This is an optimization exercise on Yosys and OpenROAD, whose aim is small area, not a production implementation.
Function was checked by simulation only, so behaviour that the tests miss may differ from the original.
Power and IR drop assume default switching activity.

== v41 ==
==> flow/design.v (excerpt) <==
module AHB_master#(
    parameter ADDR_WIDTH=32,
    parameter DATA_WIDTH=32)
(
    input wire HRESETn,
    input wire HCLK,
    input wire HREADY,
    input wire HRESP,                         
    input wire [DATA_WIDTH-1:0] HRDATA,
    output reg [ADDR_WIDTH-1:0] HADDR,
    output reg HWRITE,
    output reg [2:0] HSIZE,
    output wire [2:0] HBURST,
    output wire [3:0] HPROT,
    output reg [1:0] HTRANS,
    output wire HMASTLOCK,
    output reg [DATA_WIDTH-1:0] HWDATA,
    input wire cmd_valid,
    input wire cmd_write,
    input wire [ADDR_WIDTH-1:0] cmd_addr,
    input wire [DATA_WIDTH-1:0] cmd_wdata,
    input wire [7:0] cmd_len,
    input wire [2:0] cmd_size,
    output wire cmd_ready,
    output wire resp_valid,
    output reg [DATA_WIDTH-1:0] resp_rdata,
    output reg resp_err
);
==> flow/config.mk <==
export PLATFORM = sky130hd
export DESIGN_NAME = AHB_master
export DESIGN_NICKNAME = AHB_master
export VERILOG_FILES = /design/flow/design.v
export SDC_FILE = /design/flow/constraint.sdc
export NUM_CORES = 4
export LEC_CHECK = 0
export CAP_MARGIN = 0
export CORE_MARGIN = 2
export CORE_UTILIZATION = 60
export SLEW_MARGIN = 0
==> flow/constraint.sdc <==
create_clock -name core_clock -period 5.0 [get_ports {HCLK}]
set_input_delay 1.0000 -clock core_clock [delete_from_list [all_inputs] [get_ports {HCLK}]]
set_output_delay 1.0000 -clock core_clock [all_outputs]
set_load 0.01 [all_outputs]
standard.sh (not shown) runs the stock make flow with config.mk's settings and CLKGATE_MAP_FILE= SYNTH_SCRIPT=/design/flow/synth_recipe.tcl, a recipe that flattens the netlist after the stock synthesis.
==> flow/flow/run.sh <==
#!/bin/bash
# Layout flow: the standard synthesis; then the combinational logic between
# the registers re-mapped by ABC for area (flow/resynth.ys: registers, half
# adders and tie cells kept as synthesis made them, with their names); then
# the standard layout, with buf_1 port buffers, a clock tree of small clock
# buffers without dummy loads, and the tie-high and tie-low cells merged into
# one cell (flow/merge_ties.py) and left where synthesis put them.
set -euo pipefail
here=$(pwd)
res=$here/orfs/results/$FLOW_PLATFORM/AHB_master/base
platform=$FLOW_HOME/platforms/$FLOW_PLATFORM
lib=$platform/lib/sky130_fd_sc_hd__tt_025C_1v80.lib

bash standard.sh synth > synth_flow.log 2>&1

cp "$res/1_2_yosys.v" "$here/std_synth.v"
dont_use=$(sed -n '/DONT_USE_CELLS += /,/^#/p' "$platform/config.mk" \
  | grep -o 'sky130_fd_sc_hd__[a-z0-9_]*' | sed 's/^/-dont_use /' | tr '\n' ' ')
sed -e "s#@LIB@#$lib#g" -e "s#@DONT_USE@#$dont_use#" \
    -e "s#@IN@#$here/std_synth.v#" -e "s#@OUT@#$here/resynth.v#" \
    flow/resynth.ys > resynth_run.ys
yosys -s resynth_run.ys > resynth.log 2>&1
python3 flow/merge_ties.py "$here/resynth.v" > merge_ties.log 2>&1
cp "$here/resynth.v" "$res/1_2_yosys.v"
rm -f "$res/1_synth.odb" "$res/1_synth.sdc"

export BUFFER_PORTS_ARGS="-buffer_cell sky130_fd_sc_hd__buf_1"
export CTS_ARGS="-sink_clustering_enable -repair_clock_nets -dont_use_dummy_load -buf_list sky130_fd_sc_hd__clkbuf_4"
export SKIP_REPAIR_TIE_FANOUT=1
bash standard.sh > standard_flow.log 2>&1
==> flow/flow/merge_ties.py <==
"""Merge the tie-high and tie-low cells of a netlist into one conb_1 cell,
which drives its HI and LO outputs at once. Leaves the netlist as it is unless
it has exactly one tie-high-only and one tie-low-only conb_1 cell."""
import re
import sys

path = sys.argv[1]
text = open(path).read()
pat = re.compile(r"  sky130_fd_sc_hd__conb_1 (\S+) \(\n\s*\.(HI|LO)\(([^()]*)\)\n  \);\n")
ties = list(pat.finditer(text))
hi = [m for m in ties if m.group(2) == "HI"]
lo = [m for m in ties if m.group(2) == "LO"]
if len(ties) == 2 and len(hi) == 1 and len(lo) == 1:
    h, l = hi[0], lo[0]
    merged = (f"  sky130_fd_sc_hd__conb_1 {h.group(1)} (\n"
              f"    .HI({h.group(3)}),\n    .LO({l.group(3)})\n  );\n")
    parts = sorted([(h.start(), h.end(), merged), (l.start(), l.end(), "")], reverse=True)
    for start, end, new in parts:
        text = text[:start] + new + text[end:]
    open(path, "w").write(text)
    print("merged tie cells", h.group(1), "and", l.group(1))
else:
    print("tie cells left as they are:", len(ties))
==> flow/flow/resynth.ys <==
# Re-map the combinational logic of the standard synthesis for area.
# Registers, half adders and tie cells stay the cells synthesis made, with
# their names; only the logic between them is mapped again by ABC.
read_liberty -ignore_miss_func @LIB@
read_verilog @IN@
hierarchy -top AHB_master
blackbox sky130_fd_sc_hd__df* sky130_fd_sc_hd__edf* sky130_fd_sc_hd__ha_* sky130_fd_sc_hd__fa_* sky130_fd_sc_hd__conb_1
flatten
opt_clean
abc -liberty @LIB@ @DONT_USE@ -script "+strash;dch -f;amap -m;topo"
opt_clean -purge
setundef -zero
splitnets
insbuf -buf sky130_fd_sc_hd__buf_4 A X
opt_clean -purge
stat -liberty @LIB@
write_verilog -noattr -nohex -nodec @OUT@
--- input diff v41..v54 ---
Settings: swapping 0 for 20 in CAP_MARGIN; swapping 0 for 20 in SLEW_MARGIN.
diff --git a/flow/flow/run.sh b/flow/flow/run.sh
--- a/flow/flow/run.sh
+++ b/flow/flow/run.sh
@@ -5,4 +5,3 @@
 # the standard layout, with buf_1 port buffers, a clock tree of small clock
-# buffers without dummy loads, and the tie-high and tie-low cells merged into
-# one cell (flow/merge_ties.py) and left where synthesis put them.
+# buffers without dummy loads, and the tie cells left as synthesis made them.
 set -euo pipefail
@@ -22,3 +21,2 @@
 yosys -s resynth_run.ys > resynth.log 2>&1
-python3 flow/merge_ties.py "$here/resynth.v" > merge_ties.log 2>&1
 cp "$here/resynth.v" "$res/1_2_yosys.v"
diff --git a/flow/flow/resynth.ys b/flow/flow/resynth.ys
--- a/flow/flow/resynth.ys
+++ b/flow/flow/resynth.ys
@@ -9,3 +9,3 @@
 opt_clean
-abc -liberty @LIB@ @DONT_USE@ -script "+strash;dch -f;amap -m;topo"
+abc -liberty @LIB@ @DONT_USE@ -script "+strash;dch -f;amap;topo"
 opt_clean -purge
removed: flow/flow/merge_ties.py
## What came out
- Diff v41 -> v54: wire length went up by 55 µm, final clock period utilization by the worst path went down by 2.4 points, maximum frequency went up by about 2.7%, proportion of power drawn by combinational gates went up by 0.5 points.
- Changes observed in v54 relative to v41: required time at the worst-slack endpoint saw an increase; total power climbed about 1.7%; final critical path time including I/O delays and setup dropped 120 ps.
Input-level comparison between v7 and v54:
diff --git a/flow/flow/run.sh b/flow/flow/run.sh
--- a/flow/flow/run.sh
+++ b/flow/flow/run.sh
@@ -5,3 +5,4 @@
 # the standard layout, with buf_1 port buffers, a clock tree of small clock
-# buffers without dummy loads, and the tie cells left as synthesis made them.
+# buffers without dummy loads, and the tie-high and tie-low cells merged into
+# one cell (flow/merge_ties.py) and left where synthesis put them.
 set -euo pipefail
@@ -21,2 +22,3 @@
 yosys -s resynth_run.ys > resynth.log 2>&1
+python3 flow/merge_ties.py "$here/resynth.v" > merge_ties.log 2>&1
 cp "$here/resynth.v" "$res/1_2_yosys.v"
==> flow/flow/merge_ties.py (new file) <==
"""Merge the tie-high and tie-low cells of a netlist into one conb_1 cell,
which drives its HI and LO outputs at once. Leaves the netlist as it is unless
it has exactly one tie-high-only and one tie-low-only conb_1 cell."""
import re
import sys

path = sys.argv[1]
text = open(path).read()
pat = re.compile(r"  sky130_fd_sc_hd__conb_1 (\S+) \(\n\s*\.(HI|LO)\(([^()]*)\)\n  \);\n")
ties = list(pat.finditer(text))
hi = [m for m in ties if m.group(2) == "HI"]
lo = [m for m in ties if m.group(2) == "LO"]
if len(ties) == 2 and len(hi) == 1 and len(lo) == 1:
    h, l = hi[0], lo[0]
    merged = (f"  sky130_fd_sc_hd__conb_1 {h.group(1)} (\n"
              f"    .HI({h.group(3)}),\n    .LO({l.group(3)})\n  );\n")
    parts = sorted([(h.start(), h.end(), merged), (l.start(), l.end(), "")], reverse=True)
    for start, end, new in parts:
        text = text[:start] + new + text[end:]
    open(path, "w").write(text)
    print("merged tie cells", h.group(1), "and", l.group(1))
else:
    print("tie cells left as they are:", len(ties))
diff --git a/flow/flow/resynth.ys b/flow/flow/resynth.ys
--- a/flow/flow/resynth.ys
+++ b/flow/flow/resynth.ys
@@ -9,3 +9,3 @@
 opt_clean
-abc -liberty @LIB@ @DONT_USE@ -script "+strash;dch -f;amap;topo"
+abc -liberty @LIB@ @DONT_USE@ -script "+strash;dch -f;amap -m;topo"
 opt_clean -purge
Findings:
Synthesized cell count shrinks slightly when moving from v54 to v7. Cmp v7 and v54 / initial cell density of the core / higher: v7. The higher fmax of v7 and v54 is in v54.

## separate check: timing with driven ports
The flow's constraints put no driver on any port. The routed layouts listed below were extracted and timed again, unchanged, in two steps.
Step 1, drivers: a clkbuf_16 drives HCLK and a buf_2 each remaining input, both assumed.
Step 2 adds t to the input delays and takes it off the output delays; t is the mean of the earliest and latest rising clock arrival at the registers after step 1. Input paths then give back, and output paths get back, about the clock's delay inside the block.
a / b / c = ideal ports / drivers / drivers and shift; a / b = the first two.
run	t (ns)	setup slack, ns	hold slack, ns	pins driven straight from the clock port
v41	0.506	0.375 / 0.375 / 0.375	0.456 / 0.456 / 0.456	1
v54	0.530	0.495 / 0.495 / 0.495	0.452 / 0.452 / 0.452	1
v7	0.508	0.372 / 0.372 / 0.372	0.455 / 0.455 / 0.455	1
After both steps every run listed still meets setup and hold.
